From an optimization exercise on the open Yosys and OpenROAD flow, aimed at small area; shortcuts taken in it are not production practice. Only simulation tests tie the RTL to the original design; equivalence was not proved.

==> design.v <==
`timescale 1ns / 10ps
module FIR(
    input rst,
    input clk,
    input en,
    input signed [16-1:0] din,
    output  reg signed [16-1:0] dout
    );
    integer  i;
    parameter signed tap0 =16'hFF9F;
    parameter signed tap1 =16'h00A4 ;
    parameter signed tap2 =16'h02A5 ;
    parameter signed tap3 =16'h0338 ;
    parameter signed tap4 =16'h004C ;
    parameter signed tap5 =16'hFCB3 ;
    parameter signed tap6 =16'hFDF5 ;
    parameter signed tap7 =16'h03BD ;
    parameter signed tap8 =16'h056C ;
    parameter signed tap9 =16'hFD6A ;
    parameter signed tap10=16'hF50B ;
    parameter signed tap11=16'hFD47 ;
    parameter signed tap12=16'h188F ;
    parameter signed tap13=16'h3218 ;
    reg enable_id;
    reg [4:0] index ;
    reg signed [16-1:0]tap_coef[0:28-1];
    reg signed [16-1:0] buffer;    
    reg signed [16-1:0] d_input[0:28-1];
    reg signed [(2*16)-1:0] temp_output; 
    reg [20:0] counter_r;   
    reg signed  [(2*16)-1:0] D_in;
    always @(posedge clk or posedge rst) begin
       if(rst)begin
             buffer <= 0;
             enable_id<= 0;
       end
       else begin
          if(en)begin
             buffer <= din;
             enable_id<=1'd1;
          end
          else begin
             buffer <= buffer ;
             enable_id<=1'd0;
          end
       end
    end 
    always @(posedge clk or posedge rst ) begin
       if(rst)begin
	        counter_r <= 0;
	  end
	  else begin
            if(en && counter_r!=21'd2)begin   
              counter_r <=  counter_r+1;
	    end
            else begin
		counter_r<=counter_r;
	    end
	  end	
    end
    always @(posedge clk or posedge rst) begin
       if(rst)begin
		tap_coef[0]<=tap0;
          tap_coef[1]<=tap1;
          tap_coef[2]<=tap2;
          tap_coef[3]<=tap3;
          tap_coef[4]<=tap4;
          tap_coef[5]<=tap5;
          tap_coef[6]<=tap6;
          tap_coef[7]<=tap7;
          tap_coef[8]<=tap8;
          tap_coef[9]<=tap9;
          tap_coef[10]<=tap10;
          tap_coef[11]<=tap11;
          tap_coef[12]<=tap12;
          tap_coef[13]<=tap13;     
          tap_coef[14]<=tap13;
          tap_coef[15]<=tap12;
          tap_coef[16]<=tap11;
          tap_coef[17]<=tap10;
          tap_coef[18]<=tap9;
          tap_coef[19]<=tap8;
          tap_coef[20]<=tap7;
          tap_coef[21]<=tap6;
          tap_coef[22]<=tap5;
          tap_coef[23]<=tap4;
          tap_coef[24]<=tap3;
          tap_coef[25]<=tap2;
          tap_coef[26]<=tap1;
          tap_coef[27]<=tap0;
       end
       else begin
          tap_coef[0]<=tap_coef[0];
          tap_coef[1]<=tap_coef[1];
          tap_coef[2]<=tap_coef[2];
          tap_coef[3]<=tap_coef[3];
          tap_coef[4]<=tap_coef[4];
          tap_coef[5]<=tap_coef[5];
          tap_coef[6]<=tap_coef[6];
          tap_coef[7]<=tap_coef[7];
          tap_coef[8]<=tap_coef[8];
          tap_coef[9]<=tap_coef[9];
          tap_coef[10]<=tap_coef[10];
          tap_coef[11]<=tap_coef[11];
          tap_coef[12]<=tap_coef[12];
          tap_coef[13]<=tap_coef[13];     
          tap_coef[14]<=tap_coef[14];
          tap_coef[15]<=tap_coef[15];
          tap_coef[16]<=tap_coef[16];
          tap_coef[17]<=tap_coef[17];
          tap_coef[18]<=tap_coef[18];
          tap_coef[19]<=tap_coef[19];
          tap_coef[20]<=tap_coef[20];
          tap_coef[21]<=tap_coef[21];
          tap_coef[22]<=tap_coef[22];
          tap_coef[23]<=tap_coef[23];
          tap_coef[24]<=tap_coef[24];
          tap_coef[25]<=tap_coef[25];
          tap_coef[26]<=tap_coef[26];
          tap_coef[27]<=tap_coef[27];  
       end
    end
    always@(posedge clk or posedge rst)begin
        if(rst)begin
            for(i=0;i<28;i=i+1)
            begin
                d_input[i]<=16'h0000;
            end
        end
        else begin
	  if(counter_r==1 || index==5'd28)begin
		    d_input[0]<=buffer;
		    d_input[1]<=d_input[0];
		    d_input[2]<=d_input[1];
		    d_input[3]<=d_input[2];
		    d_input[4]<=d_input[3];
		    d_input[5]<=d_input[4];
		    d_input[6]<=d_input[5];
		    d_input[7]<=d_input[6];
		    d_input[8]<=d_input[7];
		    d_input[9]<=d_input[8];
		    d_input[10]<=d_input[9];
		    d_input[11]<=d_input[10];
		    d_input[12]<=d_input[11];
		    d_input[13]<=d_input[12];
		    d_input[14]<=d_input[13];
		    d_input[15]<=d_input[14];
		    d_input[16]<=d_input[15];
		    d_input[17]<=d_input[16];
		    d_input[18]<=d_input[17];
		    d_input[19]<=d_input[18];
		    d_input[20]<=d_input[19];
		    d_input[21]<=d_input[20];
		    d_input[22]<=d_input[21];
		    d_input[23]<=d_input[22];
		    d_input[24]<=d_input[23];
		    d_input[25]<=d_input[24];
		    d_input[26]<=d_input[25];
		    d_input[27]<=d_input[26];
	   end
	   else begin
		    d_input[0]<=d_input[0];
		    d_input[1]<=d_input[1];
		    d_input[2]<=d_input[2];
		    d_input[3]<=d_input[3];
		    d_input[4]<=d_input[4];
		    d_input[5]<=d_input[5];
		    d_input[6]<=d_input[6];
		    d_input[7]<=d_input[7];
		    d_input[8]<=d_input[8];
		    d_input[9]<=d_input[9];
		    d_input[10]<=d_input[10];
		    d_input[11]<=d_input[11];
		    d_input[12]<=d_input[12];
		    d_input[13]<=d_input[13];
		    d_input[14]<=d_input[14];
		    d_input[15]<=d_input[15];
		    d_input[16]<=d_input[16];
		    d_input[17]<=d_input[17];
		    d_input[18]<=d_input[18];
		    d_input[19]<=d_input[19];
		    d_input[20]<=d_input[20];
		    d_input[21]<=d_input[21];
		    d_input[22]<=d_input[22];
		    d_input[23]<=d_input[23];
		    d_input[24]<=d_input[24];
		    d_input[25]<=d_input[25];
		    d_input[26]<=d_input[26];
		    d_input[27]<=d_input[27];
           end
        end
    end
   always@(posedge clk or posedge rst)begin
        if(rst)begin
            index<=5'd0;          
        end
        else begin
           if(index==5'd28)begin
               index<=0;
           end
           else if (enable_id)begin
               index<=index+1;
           end
           else begin
               index<=5'd0;
           end
        end
    end
    always@(posedge clk or posedge rst)begin
        if(rst)begin
            temp_output<=32'd0;
        end
        else begin
           if(index==5'd0)begin
               temp_output<=32'd0;
           end
           else if (enable_id )begin
			if( index!=32'd28)begin
			   temp_output<=temp_output+ D_in;
			end
			else begin
                  temp_output<=temp_output+ D_in;
			end
           end
           else begin
               temp_output<=32'd0;
           end
        end
    end
    always@(posedge clk)begin
        if(!rst && index==5'd0)begin
            dout<={temp_output[31],temp_output[29:15]};
        end
    end
	always@(posedge clk or posedge rst)begin
        if(rst)begin
	       D_in<=32'd0;
        end
        else begin
            if (enable_id && index!=32'd28 )begin
	           D_in<=d_input[index]*tap_coef[index];
           end
           else begin
                D_in<=32'd0;
           end
        end
    end
endmodule
==> run.sh <==
#!/bin/bash
# synth_recipe.tcl (not shown) runs the flow's synth.tcl, then flattens the netlist and writes it again
# the make line also repeats each setting of config.mk as NAME=value (left out here)
make -C /OpenROAD-flow-scripts/flow DESIGN_CONFIG=/design/flow/config.mk WORK_HOME=/design/flow/orfs CLKGATE_MAP_FILE= SYNTH_SCRIPT=/design/flow/synth_recipe.tcl finish
==> config.mk <==
export PLATFORM = sky130hd
export DESIGN_NAME = FIR
export DESIGN_NICKNAME = FIR
export VERILOG_FILES = /design/flow/design.v
export SDC_FILE = /design/flow/constraint.sdc
export NUM_CORES = 4
export LEC_CHECK = 0
export CAP_MARGIN = 20
export CORE_MARGIN = 2
export CORE_UTILIZATION = 40
export SLEW_MARGIN = 20
==> constraint.sdc <==
create_clock -name core_clock -period 12.0 [get_ports {clk}]
set_input_delay 2.4000 -clock core_clock [delete_from_list [all_inputs] [get_ports {clk}]]
set_output_delay 2.4000 -clock core_clock [all_outputs]
set_load 0.01 [all_outputs]
==> metrics.md, run 1 <==
| Metric | Value |
|---|---|
| First-pass GRT wire length | approximately 140000 um |
| Mapped Area | approximately 36000 um^2 |
| Synth top area cells | dfrtp_1 (39%), fa_1 (15%), mux2_2 (15%) |
| Yosys cell types | 86 |
| Worst hold path depth | 0 |
| Input/output buffers | 34 |
| Initial DRT Pass Iterations | 8 |
| Area grow syn2layout | 10.62% |
| Worst setup EP type | register |
| Crit Path Max Fanout | 35 |
| Total track usage | 0.2013 |
| Crit-path most repeated cell | fa_1 |
| Fmax | 0.09735 GHz |
| Setup bufs post-CTS | 0 |
| Resized cells post-CTS | 0 |
| Worst EP required | 12.49 ns |
| Syn Nets | 3396 |
| Critical path's slowest cell | dfrtp_2 |
| Vert. Die Dim | 301.9 um |
| Layout Skew | around 0.024 ns |
| # hold bufs at CTS | 0 |
| Final period util | 0.8561 |
| Vias in the first global route | 23859 |
| Num Clock Sinks | 571 |
| Synth Area in XOR/XNOR | 0.01840 |
| Max-slew violations | 0 |
| CTS tree | yes |
| TNS Setup | 0 ns |
| Main flop type after synthesis | dfrtp_1 |
| RePlAce Congestion | 0.8143 |
| Clock latency (worst-skew pair) | 0.64 ns |
| Number of fill cells | 8273 |
| Gr ovfl total | 0 |
| Relative slew slack | 0.1398 |
| Yosys reg bits | 571 |
| Crit-path max cell delay | approximately 0.97 ns |
| Final setup vio count | 0 |
| Bufs and invs on worst path | 4 |
| RSZ-0062 raised after global routing | no |
| Worst-path clk slew | 0.07 ns |
| Post-synth EDFFs | 16 |
| Largest net degree at the start of global routing | 192 |
| CP Class | reg -> reg |
| Cell with the most instances after synthesis | dfrtp_1 |
| Maxcap violations | 0 |
| Final Cell Area | 39270 um^2 |
| Largest family of logic cells by synthesized area | adder cells |
| CP Data Arrival Time | approximately 11 ns |
| Avg Vias per Cell | about 5.5 |
| Antenna violations before repair | 0 |
| NumNets Final | 3378 |
| CTS HTree Levels | 2 |
| Vias | ~23000 |
| Top Ports | 35 |
| Initial Util | 0.4030 |
| Placement Cell Area | about 37000 um^2 |
| Simple-Gate Fraction of Synth Area | 0.09273 |
| Share of cells above drive strength 1 | 0.2217 |
| Multiplexer share of the synthesized area | 0.1477 |
| Largest delay contributor family on the critical path | adder cells |
| Core Area | approximately 88000 um^2 |
| Final worst path period need | 10.27 ns |
| Post-Synth Adder-Cell Area | 0.1906 |
| Die Width | 301.9 um |
| WL final | 89600 um |
| Clock root cell | clkbuf_16 |
| DP HPWL | approximately 60000 um |
| Ys Warns | 3 |
| # DRC | 0 |
| Setup crit start kind | register |
| Crit. path cell count | 25 |
| Compound-Gate Fraction of Synth Area | 0.08991 |
| Area leader, netlist | dfrtp_1 |
| Post-Synthesis Cells | 2994 |
| 1st-iter DRT viols | 1905 |
| Async set-reset flop share out of synthesis | 0.9720 |
| Syn avg cell area | around 12 um^2 |
| Die area | 91150 um^2 |
| CTS buffer count | 61 |
| Fin. Hold Viols | 0 |
| Commonest cells in the synthesized netlist | dfrtp_1 (555), mux2_2 (464), inv_1 (311) |
| Worst Reg-to-Reg Cells | 25 |
| Hold Path Class | reg -> reg |
| WL/cell | around 21 um |
| Seq/Total Area, Yosys | 0.4047 |
| Antenna viol nets, final | 0 |
| Max Root-Sink Buffers | 3 |
| Share of the synthesized area in the top cell type | 0.3912 |
| Worst-Margin Slew | 1.290 ns |
| # rows | 109 |
| Run status | complete, no violations |
[registers in the layout, indices dropped and copies added (netlist names)]
name / flops
buffer: 16
dout: 16
counter_r: 21
index: 5
temp_output: 32
D_in: 32
enable_id: 1
d_input: 448
[cell families after synthesis]
kind of cell / Yosys count
adders and majority gates: 383
xor gates and xnor gates: 73
buffers and inverters: 469
muxes: 466
and+or+nand+nor: 620
DFF: 571
AOI/OAI and AO/OA: 412
[final timing paths]
kind                            startpoint        endpoint  slack (ns)
setup / recovery                  index[4]        D_in[31]        1.73
hold / removal             temp_output[28]        dout[13]        0.45
setup reg to reg                  index[4]        D_in[31]        1.73
hold reg to reg            temp_output[28]        dout[13]        0.45
max in group asynchronous              rst  d_input[24][5]        7.44
min in group asynchronous              rst        index[1]        2.49
[cell type report]
type                            count  area, um^2  area share
Sequential cell                   571       14370      0.3659
Multi-Input combinational cell   1954       19330      0.4923
Clock buffer                       80        1719     0.04377
Clock inverter                     33       503.0     0.01281
Tap cell                         1165        1458     0.03712
Inverter                          311        1171     0.02982
Antenna cell                        1       2.502  0.00006372
Timing Repair Buffer               77       713.2     0.01816
[metrics by stage]
step | utilization | setup slack [ns] | hold slack, ns | instances
after floorplan | - | 2.046 | 0.4314 | 2994
after global placement | 0.4205 | 2.112 | 0.4410 | 4078
after detailed placement | 0.4205 | 1.824 | 0.4411 | 4078
after CTS | 0.4457 | 1.775 | 0.4497 | 4191
after global routing | 0.4457 | 1.075 | 0.4526 | 4191
final | 0.4458 | 1.727 | 0.4514 | 4192
[routing by layer]
layer	GRT usage	wire length, um	vias up
li1	-	-	10307
met1	0.2916	40760	11901
met2	0.3249	41650	667
met3	0.02456	5192	128
met4	0.04455	2001	0
met5	0	0	-
[placed cells by master, fill, tap and decap left out, types with 45 or more instances in the layout]
cell,synthesis,layout
and2_1,55,55
a22o_1,51,51
nor2b_1,48,45
mux2_2,464,464
clkbuf_16,0,62
nand2_1,110,110
nor2_1,169,166
dfrtp_1,555,553
inv_1,311,310
a221oi_1,55,55
a21oi_1,51,50
a22oi_1,88,88
fa_1,263,263
ha_1,120,120
==> inputs of run 2 (changes only) <==
==> design.v (replaced) <==
module FIR(
    input rst,
    input clk,
    input en,
    input signed [15:0] din,
    output reg signed [15:0] dout
    );
    reg        enable_id;
    reg [1:0]  counter_r;    
    reg [4:0]  index;        
    reg [4:0]  ptap;         
    reg [4:0]  live;         
    reg        pend;         
    reg [15:0] buffer;
    reg [15:0] ring [0:27];
    reg [31:0] acc;
    wire shift = (counter_r == 2'd1) || (index == 5'd28);
    wire wr    = (shift && ptap == 5'd27) || (pend && ptap == 5'd0);
    wire [15:0] dp = wr ? buffer : ring[1];
    wire signed [15:0] x  = (ptap < live) ? dp : 16'd0;
    wire [4:0] cidx = (ptap > 5'd13) ? (5'd27 - ptap) : ptap;
    reg signed [15:0] coef;
    always @(*) begin
        case (cidx)
            5'd0:  coef = 16'hFF9F;
            5'd1:  coef = 16'h00A4;
            5'd2:  coef = 16'h02A5;
            5'd3:  coef = 16'h0338;
            5'd4:  coef = 16'h004C;
            5'd5:  coef = 16'hFCB3;
            5'd6:  coef = 16'hFDF5;
            5'd7:  coef = 16'h03BD;
            5'd8:  coef = 16'h056C;
            5'd9:  coef = 16'hFD6A;
            5'd10: coef = 16'hF50B;
            5'd11: coef = 16'hFD47;
            5'd12: coef = 16'h188F;
            default: coef = 16'h3218;
        endcase
    end
    wire signed [31:0] prod = x * coef;
    integer i;
    always @(posedge clk) begin
        ring[0] <= dp;
        for (i = 1; i < 27; i = i + 1)
            ring[i] <= ring[i+1];
        ring[27] <= ring[0];
        if (en && (wr || (!pend && !shift)))
            buffer <= din;
    end
    always @(posedge clk or posedge rst) begin
        if (rst) begin
            enable_id <= 1'b0;
            counter_r <= 2'd0;
            index     <= 5'd0;
            ptap      <= 5'd27;
            live      <= 5'd0;
            pend      <= 1'b0;
            acc       <= 32'd0;
        end else begin
            enable_id <= en;
            if (en && counter_r != 2'd2)
                counter_r <= counter_r + 2'd1;
            if (index == 5'd28)
                index <= 5'd0;
            else if (enable_id)
                index <= index + 5'd1;
            else
                index <= 5'd0;
            if (counter_r == 2'd0)
                ptap <= 5'd27;
            else if (!shift)
                ptap <= (ptap == 5'd0) ? 5'd27 : ptap - 5'd1;
            if (shift && live != 5'd28)
                live <= live + 5'd1;
            if (shift)
                pend <= !wr;
            else if (wr)
                pend <= 1'b0;
            if (!enable_id)
                acc <= 32'd0;
            else if (index == 5'd0)
                acc <= prod;
            else if (index != 5'd28)
                acc <= acc + prod;
        end
    end
    always @(posedge clk) begin
        if (!rst && index == 5'd0)
            dout <= {acc[31], acc[29:15]};
    end
endmodule
==> run 2 against run 1 <==
Register-to-register slack lost 0.89 ns. Worst hold slack worse by 0.17 ns. Synthesized cell count fell by 26%. Non-clock buffer count decreased by 15. Maximum frequency shrank 8.0%. Via count is 35% lower. Critical path depth up 17. Count of clock-buffer cells in the layout shrank 22. Worst setup slack lost 0.89 ns. Still clean.
==> metrics.md, run 2 <==
| Metric | Value |
|---|---|
| Vias | 14913 |
| Largest net degree at the start of global routing | 52 |
| CP Class | reg -> reg |
| Met3 usage | 0.03198 |
| Synth top area cells | dfxtp_1 (37%), fa_1 (22%), ha_1 (6.7%) |
| Worst Reg-to-Reg Cells | 42 |
| Yosys cell types | 80 |
| RSZ-0062 raised after global routing | no |
| Yosys reg bits | 531 |
| Regs by FF count | ring (448), acc (32) |
| Total track usage | 0.1708 |
| Vert. Die Dim | 251.5 um |
| Core Area | 60470 um^2 |
| Commonest cells in the synthesized netlist | dfxtp_1 (448), inv_1 (326), fa_1 (264) |
| Final period util | 0.9304 |
| Ys Warns | 2 |
| Die area | between 60000 and 70000 um^2 |
| First-pass GRT wire length | 85330 um |
| Largest register FFs | 448 |
| Setup crit start kind | register |
| # DRC | 0 |
| Critical path's slowest cell | dfrtp_1 |
| Num Clock Sinks | 531 |
| Hold path startpoint | ring[9][8] |
| Gr ovfl total | 0 |
| Fin. Hold Viols | 0 |
| CTS tree | yes |
| Worst-Margin Slew | ~1.0 ns |
| Top Ports | 35 |
| RePlAce Congestion | approximately 0.93 |
| Leading cell type in the layout, fill and taps excluded | dfxtp_1 |
| Hold Path Class | reg -> reg |
| Hold EP | ring[8][8] |
| Crit Path Max Fanout | 31 |
| Worst R2R End | acc[31] |
| Mapped Area | 24500 um^2 |
| Post-synth EDFFs | 32 |
| CTS HTree Levels | 2 |
| Diodes inserted | 0 |
| Clock latency (worst-skew pair) | 0.60 ns |
| Fmax | around 0.09 GHz |
| CP Data Arrival Time | about 12 ns |
| Seq/Total Area, Yosys | 0.4576 |
| WL/cell | about 17 um |
| Max-slew violations | 0 |
| Initial DRT Pass Iterations | 6 |
| Worst setup EP type | register |
| Main flop type after synthesis | dfxtp_1 |
| Area leader, netlist | dfxtp_1 |
| DP HPWL | 38990 um |
| Share of the synthesized area in the top cell type | 0.3661 |
| Layout Skew | 0.04405 ns |
| Crit-path most repeated cell | fa_1 |
| Maxcap violations | 0 |
| Crit-path max cell delay | 0.95 ns |
| Antenna violations before repair | 1 |
| Input/output buffers | 34 |
| 1st-iter DRT viols | 737 |
| Worst-path clk slew | 0.06 ns |
| Cell with the most instances after synthesis | dfxtp_1 |
| TNS Setup | 0 ns |
| Setup bufs post-CTS | 0 |
| GR peak layer | met2 |
| Most used cells in the layout excluding fill and tap cells | dfxtp_1 (448), inv_1 (325), fa_1 (264) |
| Run status | complete, no violations |
| Async set-reset flop share out of synthesis | 0.09605 |
| Syn avg cell area | 11.07 um^2 |
| Syn Nets | 2628 |
| Die Width | 251.5 um |
| Resized cells post-CTS | 0 |
| Post-Synthesis Cells | 2214 |
| Worst EP required | 12.48 ns |
| Met2 Use GR | 0.2723 |
| Avg Vias per Cell | slightly below 5 |
| Bufs and invs on worst path | 6 |
| Worst hold path depth | 0 |
| FF-to-FF setup slack | 0.84 ns |
| Largest delay contributor family on the critical path | adder cells |
| NumNets Final | 2682 |
| # rows | 90 |
| Max Root-Sink Buffers | 3 |
| Relative slew slack | 0.3143 |
| Initial Util | 0.4052 |
| Clock root cell | clkbuf_16 |
| Final worst path period need | 11.16 ns |
| RR Startpoint | ptap[2] |
| Vias in the first global route | about 16000 |
| Antenna viol nets, final | 0 |
| WL final | 51410 um |
| # hold bufs at CTS | 0 |
| Final setup vio count | 0 |
| Area grow syn2layout | 12.14% |
| M1 GR Usage | 0.2376 |
| CTS buffer count | 49 |
| Share of cells above drive strength 1 | 0.06548 |
| Most flop-heavy register | ring |
-- run 2: cell type report --
| class | count | area (um^2) |
|---|---|---|
| Multi-Input combinational cell | 1296 | 11820 |
| Timing Repair Buffer | 62 | 550.5 |
| Clock inverter | 31 | 296.5 |
| Clock buffer | 58 | 1386 |
| Tap cell | 782 | 978.4 |
| Sequential cell | 531 | 11210 |
| Fill cell | 5556 | 32990 |
| Inverter | 328 | 1231 |
-- run 2: metrics by stage --
| stage | hold WS [ns] | instance area [um^2] | utilization | setup WS [ns] | std cells |
|---|---|---|---|---|---|
| 4_1_cts | 0.2787 | 27480 | 0.4544 | 0.9319 | 3088 |
| 5_1_grt | 0.2869 | 27480 | 0.4544 | 0.08762 | 3088 |
| 3_3_place_gp | 0.3099 | 25790 | 0.4265 | 1.213 | 2999 |
| 6_report | 0.2859 | 27480 | 0.4544 | 0.8353 | 3088 |
| 3_5_place_dp | 0.3121 | 25790 | 0.4265 | 1.006 | 2999 |
| 2_1_floorplan | 0.3096 | 24500 | - | 2.309 | 2214 |
-- run 2: how the worst max path moves through the flow --
stage / startpoint / end / slack (ns) / depth (start not counted)
3_3_place_gp: ptap[2] / acc[31] / 1.21 / 42
2_1_floorplan: ptap[1] / acc[31] / 2.31 / 42
5_1_grt: ptap[2] / acc[31] / 0.09 / 38
3_5_place_dp: ptap[2] / acc[31] / 1.01 / 42
6_report: ptap[2] / acc[31] / 0.84 / 42
4_1_cts: ptap[2] / acc[31] / 0.93 / 38
-- run 2: routing by layer --
metal	share of wire	wire, um
met1	0.46	23860
met2	0.45	23390
met3	0.058	2981
met4	0.023	1180
met5	0	0
-- run 2: worst reg2reg max path: cells and delay by family, from the launching register on --
kind            cells  cell delay (ns)
buf+inv             6             0.80
mux                 1             0.24
compound gates     18             3.80
fa+ha+maj           9             3.92
simple gates        7             1.23
flops               1             0.95
xor+xnor            1             0.14
-- run 2: cells by family (layout without fill, tap and decap cells) --
group | Yosys count | in the layout | synth area share
AOI/OAI and AO/OA | 253 | 253 | 0.06976
xor gates and xnor gates | 67 | 67 | 0.02395
adders and majority gates | 395 | 395 | 0.2826
buffers and inverters | 387 | 479 | 0.06062
DFF | 531 | 531 | 0.4576
muxes | 21 | 21 | 0.008630
and+or+nand+nor | 560 | 560 | 0.09687
==> inputs of run 3 (changes only) <==
--- a/design.v
+++ b/design.v
@@ -19,24 +19,46 @@
     wire [15:0] dp = wr ? buffer : ring[1];
-    wire signed [15:0] x  = (ptap < live) ? dp : 16'd0;
+    wire        use_p  = enable_id && index != 5'd28 && ptap < live;
+    wire [15:0] x      = use_p ? dp : 16'd0;
+    wire [31:0] acc_in = (enable_id && index != 5'd0) ? acc : 32'd0;
     wire [4:0] cidx = (ptap > 5'd13) ? (5'd27 - ptap) : ptap;
-    reg signed [15:0] coef;
+    reg [24:0] bc;
     always @(*) begin
         case (cidx)
-            5'd0:  coef = 16'hFF9F;
-            5'd1:  coef = 16'h00A4;
-            5'd2:  coef = 16'h02A5;
-            5'd3:  coef = 16'h0338;
-            5'd4:  coef = 16'h004C;
-            5'd5:  coef = 16'hFCB3;
-            5'd6:  coef = 16'hFDF5;
-            5'd7:  coef = 16'h03BD;
-            5'd8:  coef = 16'h056C;
-            5'd9:  coef = 16'hFD6A;
-            5'd10: coef = 16'hF50B;
-            5'd11: coef = 16'hFD47;
-            5'd12: coef = 16'h188F;
-            default: coef = 16'h3218;
+            5'd0: bc = 25'h0004911;
+            5'd1: bc = 25'h0000908;
+            5'd2: bc = 25'h0009294;
+            5'd3: bc = 25'h0015220;
+            5'd4: bc = 25'h0000428;
+            5'd5: bc = 25'h0091244;
+            5'd6: bc = 25'h0088234;
+            5'd7: bc = 25'h0014414;
+            5'd8: bc = 25'h0024a88;
+            5'd9: bc = 25'h008ca82;
+            5'd10: bc = 25'h1112024;
+            5'd11: bc = 25'h008d031;
+            5'd12: bc = 25'h0140851;
+            default: bc = 25'h0408080;
         endcase
     end
-    wire signed [31:0] prod = x * coef;
+    wire [18:0] x1 = {{3{x[15]}}, x};
+    wire [18:0] x2 = {{2{x[15]}}, x, 1'b0};
+    wire [18:0] x3 = x1 + x2;
+    wire [18:0] x4 = {x[15], x, 2'b0};
+    reg [31:0] sum;
+    reg [31:0] k;
+    reg [18:0] pp;
+    integer j;
+    always @(*) begin
+        sum = acc_in;
+        k = 32'd0;
+        for (j = 0; j < 5; j = j + 1) begin
+            pp = (bc[5*j] ? x1 : 19'd0) | (bc[5*j+1] ? x2 : 19'd0)
+               | (bc[5*j+2] ? x3 : 19'd0) | (bc[5*j+3] ? x4 : 19'd0);
+            pp = pp ^ {19{bc[5*j+4]}};
+            sum = sum + ({13'd0, ~pp[18], pp[17:0]} << (3*j))
+                      + ({31'd0, bc[5*j+4]} << (3*j));
+            k = k - (32'd1 << (18 + 3*j));
+        end
+        sum = sum + k;
+    end
     integer i;
@@ -49,2 +71,3 @@
             buffer <= din;
+        acc <= sum;
     end
@@ -58,3 +81,2 @@
             pend      <= 1'b0;
-            acc       <= 32'd0;
         end else begin
@@ -79,8 +101,2 @@
                 pend <= 1'b0;
-            if (!enable_id)
-                acc <= 32'd0;
-            else if (index == 5'd0)
-                acc <= prod;
-            else if (index != 5'd28)
-                acc <= acc + prod;
         end
==> run 3 against run 2 <==
Critical path type unchanged. Area after synthesis fell by 19%. Die area fell by 19%. Count of clock-buffer cells in the layout rose by 15. Maximum frequency rose by 14%. Via count fell by 20%. First-iteration DRC count rose by 7.3%. Wire length fell by 16%. Cell count fell by 22%. Non-clock buffer count fell by 12.
==> metrics.md, run 3 <==
| Metric | Value |
|---|---|
| Run status | complete, no violations |
| NumNets Final | 1927 |
| Initial Util | 0.4056 |
| Vias | approximately 12000 |
| TNS Setup | 0 ns |
| Final setup vio count | 0 |
| WL/cell | around 18 um |
| Num Clock Sinks | 531 |
| Crit-path max cell delay | 0.58 ns |
| Post-Synthesis Cells | 1662 |
| Worst-Margin Slew | approximately 1.1 ns |
| Post-synth EDFFs | 32 |
| Ys Warns | 2 |
| Largest register FFs | between 400 and 500 |
| Resized cells post-CTS | 0 |
| Relative slew slack | 0.2665 |
| Clock root cell | clkbuf_16 |
| Input/output buffers | 34 |
| Core Area | around 49000 um^2 |
| Placement Cell Area | 20860 um^2 |
| Share of cells above drive strength 1 | 0.09086 |
| Setup bufs post-CTS | 0 |
| Hold Path Class | reg -> reg |
| Yosys reg bits | 531 |
| FF-to-FF setup slack | around 2.2 ns |
| Clock latency (worst-skew pair) | 0.60 ns |
| Final worst path period need | between 9 and 10 ns |
| First-pass GRT wire length | 68300 um |
| Async set-reset flop share out of synthesis | 0.03578 |
| Syn Nets | between 1500 and 2000 |
| # hold bufs at CTS | 0 |
| 1st-iter DRT viols | 791 |
| DP Cell Count | approximately 2300 |
| Mapped Area | 19860 um^2 |
| Final Cell Area | approximately 23000 um^2 |
| Largest net degree at the start of global routing | 33 |
| Max Root-Sink Buffers | 3 |
| Most flop-heavy register | ring |
| Gr ovfl total | 0 |
| RSZ-0062 raised after global routing | no |
| Die Width | 226.8 um |
| Fin. Hold Viols | 0 |
| Area grow syn2layout | 13.97% |
| Worst R2R End | acc[28] |
| Synth top area cells | dfxtp_1 (48%), ha_1 (8.3%), fa_1 (7.1%) |
| Avg Vias per Cell | 4.964 |
| Most used cells in the layout excluding fill and tap cells | dfxtp_1 (480), ha_1 (131), inv_1 (129) |
| Worst-path clk slew | 0.06 ns |
| # DRC | 0 |
| CP Class | reg -> reg |
| Vias in the first global route | 12019 |
| Syn avg cell area | 11.95 um^2 |
| Critical path's slowest cell | a311oi_1 |
| Worst Reg-to-Reg Cells | 32 |
| RR Startpoint | ptap[2] |
| Maxcap violations | 0 |
| Area leader, netlist | dfxtp_1 |
| Vert. Die Dim | 226.8 um |
| Worst hold path depth | 0 |
| Share of the synthesized area in the top cell type | 0.4840 |
| # rows | 81 |
| Hold path startpoint | ring[3][3] |
| Antenna violations before repair | 0 |
| Layout Cells excl Fill | around 2400 |
| Yosys cell types | 92 |
| RePlAce Congestion | 0.9269 |
| Total track usage | 0.1714 |
| CTS buffer count | 51 |
| Final period util | 0.8166 |
| CP Data Arrival Time | roughly 10 ns |
| Main flop type after synthesis | dfxtp_1 |
| Hold EP | ring[2][3] |
| Worst setup EP type | register |
| Die area | approximately 51000 um^2 |
| Top Ports | 35 |
| Regs by FF count | ring (448), acc (32) |
| Max-slew violations | 0 |
| Crit Path Max Fanout | 13 |
| Diodes inserted | 0 |
| Cell with the most instances after synthesis | dfxtp_1 |
| Leading cell type in the layout, fill and taps excluded | dfxtp_1 |
| WL final | about 43000 um |
| Commonest cells in the synthesized netlist | dfxtp_1 (480), ha_1 (131), inv_1 (129) |
| Layout Skew | 0.02589 ns |
| CTS tree | yes |
| Worst EP required | 12.52 ns |
| CTS HTree Levels | 2 |
| DP HPWL | 30560 um |
| Seq/Total Area, Yosys | 0.5566 |
| Initial DRT Pass Iterations | 7 |
| Setup crit start kind | register |
| Antenna viol nets, final | 0 |
| Fmax | 0.1020 GHz |
-- run 3: cell count changes after synthesis, sizes merged, moves of 16 or more --
cell    change
nand3      -16
nor2      -184
dfrtp      -32
clkbuf     -27
xnor2      +30
a222oi     +22
xor2       +20
inv       -188
fa        -194
a221oi     +20
nand2     -111
buf        +26
dfxtp      +32
and2       +21
-- run 3: worst max path at each step --
| stage | startpoint | endpoint | slack (ns) | depth (start not counted) |
|---|---|---|---|---|
| floorplan | ptap[2] | acc[31] | 3.76 | 36 |
| global placement | ptap[2] | acc[31] | 2.57 | 34 |
| detailed placement | ptap[2] | acc[28] | 2.36 | 32 |
| CTS | ptap[2] | acc[28] | 2.28 | 32 |
| global route | ptap[2] | acc[28] | 1.50 | 32 |
| finish | ptap[2] | acc[28] | 2.20 | 32 |
-- run 3: layer usage --
layer	vias up	GRT usage	routed length [um]
met2	343	0.2609	18490
met1	5738	0.2434	21040
met4	0	0.06706	1299
li1	5816	-	-
met3	86	0.02760	2308
met5	-	0	0
-- run 3: per-stage QoR --
| stage | util | hold WS (ns) | setup slack [ns] |
|---|---|---|---|
| floorplan | - | 0.3096 | 3.758 |
| finish | 0.4623 | 0.3047 | 2.200 |
| detailed placement | 0.4261 | 0.3121 | 2.355 |
| global route | 0.4623 | 0.3137 | 1.501 |
| CTS | 0.4623 | 0.3041 | 2.280 |
| global placement | 0.4261 | 0.3095 | 2.572 |
-- run 3: cell type report --
class | instances | area, um^2
Sequential cell | 531 | 11050
Timing Repair Buffer | 50 | 460.4
Clock buffer | 73 | 1470
Fill cell | 4420 | 26320
Tap cell | 664 | 830.8
Multi-Input combinational cell | 929 | 7971
Clock inverter | 23 | 302.8
Inverter | 144 | 543.0
-- run 3: logic make-up (layout without fill, tap and decap cells) --
| family | Yosys count | count (layout) | synth area share |
|---|---|---|---|
| xor+xnor | 117 | 117 | 0.05161 |
| flops | 531 | 531 | 0.5566 |
| simple gates | 259 | 259 | 0.06522 |
| compound gates | 334 | 334 | 0.1200 |
| buf+inv | 202 | 290 | 0.04430 |
| mux | 18 | 18 | 0.009137 |
| fa+ha+maj | 201 | 201 | 0.1531 |
-- run 3: worst max-delay path: cells and delay by family, from the launching register on --
family,cells,cell delay [ns]
AO/OA/AOI/OAI,13,3.43
XOR/XNOR,3,0.80
adder cells (fa/ha/maj),8,3.34
buffers and inverters,4,1.01
flip-flops,1,0.38
multiplexers,1,0.26
AND/OR/NAND/NOR,3,0.48

-- port drivers added, routing unchanged --
The flow's constraints put no driver on any port. The routed layouts listed below were extracted and timed again, unchanged, in two steps. Step 1 assumes that a clkbuf_16 drives the clock port and a buf_2 every other input. Step 2, shift: input delay + t, output delay - t, t = (earliest + latest rising clock arrival at the registers) / 2. This alone moves slack from input paths to output paths. Three values: no drivers, after step 1, after step 2; two values: the first two.
run	shift t [ns]	slack for setup (ns)	worst data-port slew with drivers (ns)
run 1	0.691	1.727 / 1.727 / 1.727	0.08
run 2	0.636	0.835 / 0.835 / 0.835	0.05
run 3	0.644	2.200 / 2.200 / 2.200	0.03
After both steps every run listed still meets setup and hold.
